This is an optimization exercise on Yosys and OpenROAD, whose aim is small area and a short achievable clock period, not a production implementation.

== north ==
==> flow/design.v <==
module memory_unit(
    input CLK, RESET,  
    input [3:0] ADDR,  
    input [7:0] DATA_IN,  
    input READ, WRITE,  
    input [7:0] SEARCH_KEY,  
    output reg [7:0] DATA_OUT,  
    output reg [7:0] SEARCH_RESULT  
);
reg [7:0] dasd_memory [0:15];  
reg [7:0] cam_key [0:7];       
wire we = !RESET && !READ && WRITE;
always @(posedge CLK) begin
    if (we) begin
        dasd_memory[ADDR] <= DATA_IN;
        if (!ADDR[3])
            cam_key[ADDR[2:0]] <= SEARCH_KEY;
    end
end
wire nrd;
g_inv u_nrd (.a(READ), .y(nrd));
wire [7:0] nlo, nhi, m, mr;
genvar g, b;
generate
    for (g = 0; g < 8; g = g + 1) begin : cmp
        wire [7:0] eq;
        for (b = 0; b < 8; b = b + 1) begin : bit_eq
            g_xnor2 u_eq (.a(cam_key[g][b]), .b(SEARCH_KEY[b]), .y(eq[b]));
        end
        g_nand4 u_lo (.a(eq[0]), .b(eq[1]), .c(eq[2]), .d(eq[3]), .y(nlo[g]));
        g_nand4 u_hi (.a(eq[4]), .b(eq[5]), .c(eq[6]), .d(eq[7]), .y(nhi[g]));
        g_nor2 u_m (.a(nlo[g]), .b(nhi[g]), .y(m[g]));
        g_nor3 u_mr (.a(nlo[g]), .b(nhi[g]), .c(nrd), .y(mr[g]));
    end
endgenerate
wire [7:0] nh, ssel;
wire z47, n23, n13;
g_or2  u_nh6 (.a(nlo[7]), .b(nhi[7]), .y(nh[6]));
g_nor2 u_nh5 (.a(m[6]), .b(m[7]), .y(nh[5]));
g_nor3 u_nh4 (.a(m[5]), .b(m[6]), .c(m[7]), .y(nh[4]));
g_nor4 u_z47 (.a(m[4]), .b(m[5]), .c(m[6]), .d(m[7]), .y(z47));
assign nh[3] = z47;
g_or2  u_n3  (.a(nlo[3]), .b(nhi[3]), .y(n13));
g_and2 u_nh2 (.a(z47), .b(n13), .y(nh[2]));
g_nor2 u_n23 (.a(m[2]), .b(m[3]), .y(n23));
g_and2 u_nh1 (.a(z47), .b(n23), .y(nh[1]));
wire n123;
g_nor3 u_n123 (.a(m[1]), .b(m[2]), .c(m[3]), .y(n123));
g_and2 u_nh0 (.a(z47), .b(n123), .y(nh[0]));
assign nh[7] = 1'b1;
assign ssel[7] = mr[7];
generate
    for (g = 0; g < 7; g = g + 1) begin : sel
        g_and2 u_s (.a(mr[g]), .b(nh[g]), .y(ssel[g]));
    end
endgenerate
wire [15:0] rsel;
mu_dec u_dec (.a(ADDR), .rd(READ), .sel(rsel));
wire [7:0] dout_d, sres_d;
generate
    for (b = 0; b < 8; b = b + 1) begin : bits
        wire [15:0] v;
        for (g = 0; g < 16; g = g + 1) begin : w
            assign v[g] = dasd_memory[g][b];
        end
        wire s0, s1, s2;
        g_a222oi u_s0 (.a1(ssel[0]), .a2(v[0]), .b1(ssel[1]), .b2(v[1]), .c1(ssel[2]), .c2(v[2]), .y(s0));
        g_a222oi u_s1 (.a1(ssel[3]), .a2(v[3]), .b1(ssel[4]), .b2(v[4]), .c1(ssel[5]), .c2(v[5]), .y(s1));
        g_a222oi u_s2 (.a1(ssel[6]), .a2(v[6]), .b1(ssel[7]), .b2(v[7]), .c1(nrd), .c2(SEARCH_RESULT[b]), .y(s2));
        g_nand3 u_sy (.a(s0), .b(s1), .c(s2), .y(sres_d[b]));
        wire d0, d1, d2, d3, d4, d5, e0, e1;
        g_a222oi u_d0 (.a1(rsel[0]), .a2(v[0]), .b1(rsel[1]), .b2(v[1]), .c1(rsel[2]), .c2(v[2]), .y(d0));
        g_a222oi u_d1 (.a1(rsel[3]), .a2(v[3]), .b1(rsel[4]), .b2(v[4]), .c1(rsel[5]), .c2(v[5]), .y(d1));
        g_a222oi u_d2 (.a1(rsel[6]), .a2(v[6]), .b1(rsel[7]), .b2(v[7]), .c1(rsel[8]), .c2(v[8]), .y(d2));
        g_a222oi u_d3 (.a1(rsel[9]), .a2(v[9]), .b1(rsel[10]), .b2(v[10]), .c1(rsel[11]), .c2(v[11]), .y(d3));
        g_a222oi u_d4 (.a1(rsel[12]), .a2(v[12]), .b1(rsel[13]), .b2(v[13]), .c1(rsel[14]), .c2(v[14]), .y(d4));
        g_a22oi  u_d5 (.a1(rsel[15]), .a2(v[15]), .b1(nrd), .b2(DATA_OUT[b]), .y(d5));
        g_nand3 u_e0 (.a(d0), .b(d1), .c(d2), .y(e0));
        g_nand3 u_e1 (.a(d3), .b(d4), .c(d5), .y(e1));
        g_or2 u_dy (.a(e0), .b(e1), .y(dout_d[b]));
    end
endgenerate
always @(posedge CLK or posedge RESET) begin
    if (RESET) begin
        DATA_OUT <= 8'd0;
        SEARCH_RESULT <= 8'd0;
    end else begin
        DATA_OUT <= dout_d;
        SEARCH_RESULT <= sres_d;
    end
end
endmodule
module mu_dec(input [3:0] a, input rd, output [15:0] sel);
    genvar i;
    generate
        for (i = 0; i < 16; i = i + 1) begin : d
            assign sel[i] = rd & (a == i);
        end
    endgenerate
endmodule
module g_inv(input a, output y);
    assign y = ~a;
endmodule
module g_xnor2(input a, input b, output y);
    assign y = ~(a ^ b);
endmodule
module g_nand3(input a, input b, input c, output y);
    assign y = ~(a & b & c);
endmodule
module g_nand4(input a, input b, input c, input d, output y);
    assign y = ~(a & b & c & d);
endmodule
module g_nor2(input a, input b, output y);
    assign y = ~(a | b);
endmodule
module g_nor3(input a, input b, input c, output y);
    assign y = ~(a | b | c);
endmodule
module g_nor4(input a, input b, input c, input d, output y);
    assign y = ~(a | b | c | d);
endmodule
module g_or2(input a, input b, output y);
    assign y = a | b;
endmodule
module g_and2(input a, input b, output y);
    assign y = a & b;
endmodule
module g_a22oi(input a1, input a2, input b1, input b2, output y);
    assign y = ~(a1 & a2 | b1 & b2);
endmodule
module g_a222oi(input a1, input a2, input b1, input b2, input c1, input c2, output y);
    assign y = ~(a1 & a2 | b1 & b2 | c1 & c2);
endmodule
==> flow/config.mk <==
export PLATFORM = sky130hd
export DESIGN_NAME = memory_unit
export DESIGN_NICKNAME = memory_unit
export VERILOG_FILES = /design/flow/design.v
export SDC_FILE = /design/flow/constraint.sdc
export NUM_CORES = 4
export LEC_CHECK = 0
export CAP_MARGIN = 20
export CORE_MARGIN = 2
export CORE_UTILIZATION = 40
export SETUP_SLACK_MARGIN = 2.2
export SLEW_MARGIN = 20
export SYNTH_HIERARCHICAL = 1
==> flow/constraint.sdc <==
create_clock -name core_clock -period 4.0 [get_ports {CLK}]
set_input_delay 0.8000 -clock core_clock [delete_from_list [all_inputs] [get_ports {CLK}]]
set_output_delay 0.8000 -clock core_clock [all_outputs]
set_load 0.01 [all_outputs]
standard.sh (not shown) runs the stock make flow with config.mk's settings and CLKGATE_MAP_FILE= SYNTH_SCRIPT=/design/flow/synth_recipe.tcl, a recipe that flattens the netlist after the stock synthesis.
==> flow/flow/run.sh <==
#!/bin/bash
# Own layout flow: the standard synthesis, then the standard ORFS steps with
# extra make variables (flow/make_args.txt, one NAME=VALUE per line).
set -uo pipefail
here=$(cd "$(dirname "$0")" && pwd)
mapfile -t args < <(grep -v '^\s*#' "$here/make_args.txt" | grep -v '^\s*$')
printf '%s\n' "${args[@]}" > make_args_used.log
bash standard.sh synth > synth.log 2>&1 || exit 1
bash standard.sh "${args[@]}" finish > layout.log 2>&1
==> flow/flow/make_args.txt <==
MATCH_CELL_FOOTPRINT=0
BUFFER_PORTS_ARGS=-buffer_cell sky130_fd_sc_hd__buf_2
CTS_ARGS=-sink_clustering_enable -repair_clock_nets -dont_use_dummy_load -buf_list sky130_fd_sc_hd__clkbuf_8 -sink_clustering_size 16 -sink_clustering_max_diameter 50
The flow did not stop early for north: all stages ran, and the layout cleared the timing, DRC and antenna checks.
diff inputs: north => south
==> flow/design.v, changed modules only <==
module memory_unit(
    input CLK, RESET,  
    input [3:0] ADDR,  
    input [7:0] DATA_IN,  
    input READ, WRITE,  
    input [7:0] SEARCH_KEY,  
    output reg [7:0] DATA_OUT,  
    output reg [7:0] SEARCH_RESULT  
);
reg [7:0] dasd_memory [0:15];  
reg [7:0] cam_key [0:7];       
wire we = !RESET && !READ && WRITE;
always @(posedge CLK) begin
    if (we) begin
        dasd_memory[ADDR] <= DATA_IN;
        if (!ADDR[3])
            cam_key[ADDR[2:0]] <= SEARCH_KEY;
    end
end
wire nrd;
g_inv u_nrd (.a(READ), .y(nrd));
wire [7:0] nlo, nhi, m, mr;
genvar g, b;
generate
    for (g = 0; g < 8; g = g + 1) begin : cmp
        wire [7:0] eq;
        for (b = 0; b < 8; b = b + 1) begin : bit_eq
            g_xnor2 u_eq (.a(cam_key[g][b]), .b(SEARCH_KEY[b]), .y(eq[b]));
        end
        g_nand4 u_lo (.a(eq[0]), .b(eq[1]), .c(eq[2]), .d(eq[3]), .y(nlo[g]));
        g_nand4 u_hi (.a(eq[4]), .b(eq[5]), .c(eq[6]), .d(eq[7]), .y(nhi[g]));
        g_nor2 u_m (.a(nlo[g]), .b(nhi[g]), .y(m[g]));
        g_nor3 u_mr (.a(nlo[g]), .b(nhi[g]), .c(nrd), .y(mr[g]));
    end
endgenerate
wire [7:0] ssel;
wire nm7, nm6, nh4, z47, n13, n23, n123;
g_or2  u_nm7  (.a(nlo[7]), .b(nhi[7]), .y(nm7));
g_nor4 u_z47  (.a(m[4]), .b(m[5]), .c(m[6]), .d(m[7]), .y(z47));
g_or2  u_n13  (.a(nlo[3]), .b(nhi[3]), .y(n13));
g_nor2 u_n23  (.a(m[2]), .b(m[3]), .y(n23));
g_nor3 u_n123 (.a(m[1]), .b(m[2]), .c(m[3]), .y(n123));
assign ssel[7] = mr[7];
g_and2 u_s6 (.a(mr[6]), .b(nm7), .y(ssel[6]));
g_and3 u_s5b (.a(mr[5]), .b(nm7), .c(nm6), .y(ssel[5]));
g_or2  u_nm6  (.a(nlo[6]), .b(nhi[6]), .y(nm6));
g_nor3 u_nh4 (.a(m[5]), .b(m[6]), .c(m[7]), .y(nh4));
g_and2 u_s4  (.a(mr[4]), .b(nh4), .y(ssel[4]));
g_and2 u_s3 (.a(mr[3]), .b(z47), .y(ssel[3]));
g_and3 u_s2 (.a(mr[2]), .b(z47), .c(n13), .y(ssel[2]));
g_and3 u_s1 (.a(mr[1]), .b(z47), .c(n23), .y(ssel[1]));
g_and3 u_s0 (.a(mr[0]), .b(z47), .c(n123), .y(ssel[0]));
wire [15:0] rsel;
mu_dec u_dec (.a(ADDR), .rd(READ), .sel(rsel));
wire [7:0] dout_d, sres_d;
generate
    for (b = 0; b < 8; b = b + 1) begin : bits
        wire [15:0] v;
        for (g = 0; g < 16; g = g + 1) begin : w
            assign v[g] = dasd_memory[g][b];
        end
        wire s0, s1, s2, s3, sh, sx;
        g_a22oi u_s0 (.a1(ssel[0]), .a2(v[0]), .b1(ssel[1]), .b2(v[1]), .y(s0));
        g_a22oi u_s1 (.a1(ssel[2]), .a2(v[2]), .b1(ssel[3]), .b2(v[3]), .y(s1));
        g_a22oi u_s2 (.a1(ssel[4]), .a2(v[4]), .b1(ssel[5]), .b2(v[5]), .y(s2));
        g_a22oi u_s3 (.a1(ssel[6]), .a2(v[6]), .b1(ssel[7]), .b2(v[7]), .y(s3));
        g_nand2 u_sh (.a(nrd), .b(SEARCH_RESULT[b]), .y(sh));
        g_and2 u_sx (.a(s3), .b(sh), .y(sx));
        g_nand4 u_sy (.a(s0), .b(s1), .c(s2), .d(sx), .y(sres_d[b]));
        wire d0, d1, d2, d3, d4, d5, e0, e1;
        g_a222oi u_d0 (.a1(rsel[0]), .a2(v[0]), .b1(rsel[1]), .b2(v[1]), .c1(rsel[2]), .c2(v[2]), .y(d0));
        g_a222oi u_d1 (.a1(rsel[3]), .a2(v[3]), .b1(rsel[4]), .b2(v[4]), .c1(rsel[5]), .c2(v[5]), .y(d1));
        g_a222oi u_d2 (.a1(rsel[6]), .a2(v[6]), .b1(rsel[7]), .b2(v[7]), .c1(rsel[8]), .c2(v[8]), .y(d2));
        g_a222oi u_d3 (.a1(rsel[9]), .a2(v[9]), .b1(rsel[10]), .b2(v[10]), .c1(rsel[11]), .c2(v[11]), .y(d3));
        g_a222oi u_d4 (.a1(rsel[12]), .a2(v[12]), .b1(rsel[13]), .b2(v[13]), .c1(rsel[14]), .c2(v[14]), .y(d4));
        g_a22oi  u_d5 (.a1(rsel[15]), .a2(v[15]), .b1(nrd), .b2(DATA_OUT[b]), .y(d5));
        g_nand3 u_e0 (.a(d0), .b(d1), .c(d2), .y(e0));
        g_nand3 u_e1 (.a(d3), .b(d4), .c(d5), .y(e1));
        g_or2 u_dy (.a(e0), .b(e1), .y(dout_d[b]));
    end
endgenerate
always @(posedge CLK or posedge RESET) begin
    if (RESET) begin
        DATA_OUT <= 8'd0;
        SEARCH_RESULT <= 8'd0;
    end else begin
        DATA_OUT <= dout_d;
        SEARCH_RESULT <= sres_d;
    end
end
endmodule
module g_nand2(input a, input b, output y);
    assign y = ~(a & b);
endmodule
module g_and3(input a, input b, input c, output y);
    assign y = a & b & c;
endmodule
Notes after the runs:
- In south the worst slew slack as a fraction of its limit turned out 3.4 points higher than in north.
- Number of non-clock inverters in the layout: south vs north identical
- The final reports for south and north show final area higher in the former.
- Compared with north, south shows a cell count of the worst reg-to-reg path that is 1 lower.
- In south relative to north, clock-buffer cell count had gone up by a few percent.
- On south: period utilization is 4.1 points lower than what north gave.
- Data arrival at the endpoint of the critical path down 0.13 ns in south wrt north
- On synthesized cell count: between north and south, it ends up lower for north.
Function was not checked in any run of this note: the RTL went through the layout flow alone.

==> what the ideal ports hide <==
No port has a modelled driver above. Below, the same layouts with a new extraction and two added sets of constraints. Step 1 sets driving cells, clkbuf_16 on the clock port and buf_2 on the other inputs (assumed; they add their load-dependent delay and slew). Step 2 times the ports against the registers' clock, not the clock port: input delays grow and output delays shrink by t, the midpoint of the rising clock arrivals with the driver on. a / b / c = no drivers / after step 1 / after step 2; a / b = the first two.
run	t (ns)	setup slack, ns	worst hold slack (ns)	worst data-port slew with drivers (ns)
north	0.542	1.884 / 1.877 / 1.335	0.484 / 0.474 / 0.485	0.16
south	0.548	2.050 / 2.036 / 1.502	0.435 / 0.420 / 0.492	0.16
After both steps setup and hold are still met in every run listed. The setup slack of north, which loses most, moves by -0.007 ns with the drivers and by -0.549 ns with both steps.
